This is an optimization exercise on Yosys and OpenROAD, whose aim is small area, not a production implementation. RTL that was checked went through simulation tests only; none was proved equivalent to the original. Power figures rest on the tool's default switching activity, not on a simulated workload.

## alpha
==> module osd_core, before the edit <==
module osd_core (
    input pix_clk, rstb,
    input fval, dval, lval,
    input [31:0] str,
    input [95:0] str_color,
    input [10:0] start_x,
    input [9:0] start_y,
    input [7:0] pix_data,
    output [10:0] data_addr,
    input [39:0] data_in,
    output [15:0] scan_addr,
    input [7:0] pix_font,
    output [23:0] pix_modified,
    output fval_out, dval_out, lval_out
);
reg        start;         
reg  [1:0] char_count;
reg  [7:0] column;
reg  [8:0] line;
reg  [8:0] prow;          
reg  [9:0] pcol;
reg [15:0] scan_r;
reg [23:0] pix_r;
reg        fval_r, dval_r, lval_r;
assign scan_addr = scan_r;
assign pix_modified = pix_r;
assign fval_out = fval_r;
assign dval_out = dval_r;
assign lval_out = lval_r;
reg  [7:0] ch;
reg [23:0] color;
always @(*) begin
    case (char_count)
    2'd0: begin ch = str[31:24]; color = str_color[95:72]; end
    2'd1: begin ch = str[23:16]; color = str_color[71:48]; end
    2'd2: begin ch = str[15:8];  color = str_color[47:24]; end
    default: begin ch = str[7:0]; color = str_color[23:0]; end
    endcase
end
wire [9:0] rec;
rec_addr u_rec (.ch(ch), .rec(rec));
assign data_addr = {rec & {10{start}}, 1'b0};
wire [7:0] gx = data_in[39:32];
wire [7:0] gy = data_in[31:24];
wire [7:0] gw = data_in[23:16];
wire [7:0] gh = data_in[15:8];
wire [8:0] line_inc;
inc1 #(9) u_line_inc (.a(line), .s(line_inc));
wire col_end   = (column == gw);
wire last_line = (line_inc == {1'b0, gh});
wire act       = dval & start & rstb;
wire hold      = act & col_end & last_line;    
wire blend     = act & ~(col_end & last_line);
wire last_char = char_count[1] & char_count[0];
wire [8:0] trow;
wire       trow_co;
rca #(9) u_trow (.a(start_y[8:0]), .b(line), .s(trow), .co(trow_co));
wire match = (pcol == start_x[9:0]) && (prow == trow) && !trow_co;
wire pwrap = pcol[9] & (&pcol[6:0]);           
wire [7:0] a = pix_font & {8{blend}};
wire [7:0] p = pix_data & {8{rstb}};
wire [3:0] na1, na2, na3;                       
genvar k;
generate for (k = 0; k < 4; k = k + 1) begin : dig_g
    assign na1[k] = ~a[2*k] &  a[2*k+1];
    assign na2[k] =  a[2*k] & ~a[2*k+1];
    assign na3[k] = ~a[2*k] & ~a[2*k+1];
end endgenerate
wire [9:0] p3;
triple u_p3 (.x(p), .x3(p3));
wire [15:0] x1n;
mul8r4 u_m1 (.x(p), .x3(p3), .s1(na1), .s2(na2), .s3(na3), .pn(x1n));
wire c1n;
cgen #(8) u_c1 (.an(x1n[15:8]), .bn(x1n[7:0]), .cn(c1n));
wire [7:0] q1n;
dec #(8) u_q1 (.a(x1n[15:8]), .bi(~c1n), .s(q1n));
wire [9:0] a3;
triple u_a3 (.x(a), .x3(a3));
wire [23:0] pix_next;
generate for (k = 0; k < 3; k = k + 1) begin : ch_g
    wire [7:0] c = color[8*k +: 8];
    wire [3:0] c1, c2, c3;
    genvar j;
    for (j = 0; j < 4; j = j + 1) begin : dig_g
        assign c1[j] =  c[2*j] & ~c[2*j+1];
        assign c2[j] = ~c[2*j] &  c[2*j+1];
        assign c3[j] =  c[2*j] &  c[2*j+1];
    end
    wire [15:0] x2n;
    mul8r4 u_m2 (.x(a), .x3(a3), .s1(c1), .s2(c2), .s3(c3), .pn(x2n));
    wire c2n;
    cgen #(8) u_c2 (.an(x2n[15:8]), .bn(x2n[7:0]), .cn(c2n));
    wire [7:0] outn;
    rcac #(8) u_out (.a(q1n), .b(x2n[15:8]), .ci(c2n), .s(outn));
    assign pix_next[8*k +: 8] = ~outn;
end endgenerate
wire [7:0] column_inc;
inc1 #(8) u_col (.a(column), .s(column_inc));
wire [9:0] pcol_inc;
inc1 #(10) u_pcol (.a(pcol), .s(pcol_inc));
wire [8:0] prow_inc;
inc #(9) u_prow (.a(prow), .ci(pwrap), .s(prow_inc));
wire [15:0] scan_next;
wire scan_co;
rca #(16) u_scan (.a({gy, gx}), .b({line[7:0], column} & {16{blend}}), .s(scan_next), .co(scan_co));
always @(posedge pix_clk) begin
    fval_r <= fval & rstb;
    dval_r <= dval & rstb;
    lval_r <= lval & rstb;
    if (!hold) pix_r <= pix_next;
    scan_r <= scan_next & {16{rstb}};
    if (!rstb)
        start <= 1'b0;
    else if (dval & (match | start))
        start <= ~(start & col_end & (last_line | last_char));
    if (!fval || !rstb) begin
        prow <= 9'd0;
        pcol <= 10'd1;
        char_count <= 2'd0;
        column <= 8'd0;
        line <= 9'd0;
    end else begin
        if (dval) begin
            pcol <= pwrap ? 10'd0 : pcol_inc;
            prow <= prow_inc;
        end
        if (act) column <= col_end ? 8'd0 : column_inc;
        if (act & col_end & ~last_line) char_count <= char_count + 2'd1;
        if (act & col_end & last_char & ~last_line) line <= line_inc;
    end
end
endmodule
==> flow/config.mk <==
export PLATFORM = sky130hd
export DESIGN_NAME = osd_core
export DESIGN_NICKNAME = osd_core
export VERILOG_FILES = /design/flow/design.v
export SDC_FILE = /design/flow/constraint.sdc
export NUM_CORES = 4
export LEC_CHECK = 0
export CAP_MARGIN = 20
export CORE_MARGIN = 2
export CORE_UTILIZATION = 40
export CTS_BUF_LIST = sky130_fd_sc_hd__clkbuf_8
export SLEW_MARGIN = 20
export SYNTH_HIERARCHICAL = 1
export BUFFER_PORTS_ARGS = -buffer_cell sky130_fd_sc_hd__buf_1
==> flow/constraint.sdc <==
create_clock -name core_clock -period 25.0 [get_ports {pix_clk}]
set_input_delay 5.0000 -clock core_clock [delete_from_list [all_inputs] [get_ports {pix_clk}]]
set_output_delay 5.0000 -clock core_clock [all_outputs]
set_load 0.01 [all_outputs]
standard.sh (not shown) runs the stock make flow with config.mk's settings and CLKGATE_MAP_FILE= SYNTH_SCRIPT=/design/flow/synth_recipe.tcl, a recipe that flattens the netlist after the stock synthesis.
==> flow/flow/run.sh <==
#!/bin/bash
set -e
cp standard.sh standard.sh.log
echo 'export BUFFER_PORTS_ARGS = -buffer_cell sky130_fd_sc_hd__buf_1' >> config.mk
bash standard.sh > standard_run.log 2>&1
--- input diff alpha..beta ---
--- a/flow/design.v
+++ b/flow/design.v
@@ -310,41 +310,35 @@
 wire       trow_co;
 rca #(9) u_trow (.a(start_y[8:0]), .b(line), .s(trow), .co(trow_co));
 wire match = (pcol == start_x[9:0]) && (prow == trow) && !trow_co;
 wire pwrap = pcol[9] & (&pcol[6:0]);           
 wire [7:0] a = pix_font & {8{blend}};
 wire [7:0] p = pix_data & {8{rstb}};
-wire [3:0] na1, na2, na3;                       
+wire [3:0] s0, s1, s2, s3;                      
 genvar k;
 generate for (k = 0; k < 4; k = k + 1) begin : dig_g
-    assign na1[k] = ~a[2*k] &  a[2*k+1];
-    assign na2[k] =  a[2*k] & ~a[2*k+1];
-    assign na3[k] = ~a[2*k] & ~a[2*k+1];
+    assign s0[k] = ~a[2*k] & ~a[2*k+1];
+    assign s1[k] =  a[2*k] & ~a[2*k+1];
+    assign s2[k] = ~a[2*k] &  a[2*k+1];
+    assign s3[k] =  a[2*k] &  a[2*k+1];
 end endgenerate
 wire [9:0] p3;
 triple u_p3 (.x(p), .x3(p3));
 wire [15:0] x1n;
-mul8r4 u_m1 (.x(p), .x3(p3), .s1(na1), .s2(na2), .s3(na3), .pn(x1n));
+mul8r4 u_m1 (.x(p), .x3(p3), .s1(s2), .s2(s1), .s3(s0), .pn(x1n));
 wire c1n;
 cgen #(8) u_c1 (.an(x1n[15:8]), .bn(x1n[7:0]), .cn(c1n));
 wire [7:0] q1n;
 dec #(8) u_q1 (.a(x1n[15:8]), .bi(~c1n), .s(q1n));
-wire [9:0] a3;
-triple u_a3 (.x(a), .x3(a3));
 wire [23:0] pix_next;
 generate for (k = 0; k < 3; k = k + 1) begin : ch_g
     wire [7:0] c = color[8*k +: 8];
-    wire [3:0] c1, c2, c3;
-    genvar j;
-    for (j = 0; j < 4; j = j + 1) begin : dig_g
-        assign c1[j] =  c[2*j] & ~c[2*j+1];
-        assign c2[j] = ~c[2*j] &  c[2*j+1];
-        assign c3[j] =  c[2*j] &  c[2*j+1];
-    end
+    wire [9:0] c3;
+    triple u_c3 (.x(c), .x3(c3));
     wire [15:0] x2n;
-    mul8r4 u_m2 (.x(a), .x3(a3), .s1(c1), .s2(c2), .s3(c3), .pn(x2n));
+    mul8r4 u_m2 (.x(c), .x3(c3), .s1(s1), .s2(s2), .s3(s3), .pn(x2n));
     wire c2n;
     cgen #(8) u_c2 (.an(x2n[15:8]), .bn(x2n[7:0]), .cn(c2n));
     wire [7:0] outn;
     rcac #(8) u_out (.a(q1n), .b(x2n[15:8]), .ci(c2n), .s(outn));
     assign pix_next[8*k +: 8] = ~outn;
 end endgenerate
Results
- The routing usage on met2 of beta and that of alpha are within noise of each other.
- Going from alpha to beta, synthesized netlist net count lost 6, count of multi-input combinational gates fell by 24, area share of and/or/nand/nor cells after synthesis has decreased, synthesis-to-layout area growth has increased.
- Compared with alpha, beta shows a sequential group share of total power that is 1.6 points lower.
- The peak clock frequency supported by timing of beta is higher than that of alpha.
- [compare] base=alpha new=beta: CTS clock-pin slew for the worst setup and hold paths has decreased; global-route usage increased by 0.56 points relative to the old numbers; routed wire length went up by 700 µm.
Only the layout flow was run in beta; the RTL was not checked for function there.

[separate check: timing with driven ports]
In the flow no input, the clock included, has a driving cell. The finished layouts below were timed again as built, in two steps.
Step 1, drivers: a clkbuf_16 drives pix_clk and a buf_2 each remaining input, both assumed.
Step 2 times the ports against the registers' clock, not the clock port: input delays grow and output delays shrink by t, the midpoint of the rising clock arrivals with the driver on.
Slacks: ideal ports / drivers / drivers and shift; pairs: ideal ports / drivers.
run | shift t [ns] | slack for setup (ns) | worst slew at a driven data input, ns
alpha | 0.412 | 6.701 / 6.718 / 6.306 | 0.08
beta | 0.415 | 7.898 / 7.926 / 7.511 | 0.08
After both steps setup and hold are still met in every run listed. For alpha, which loses most, drivers alone change the setup slack by +0.017 ns; drivers and shift together by -0.395 ns.
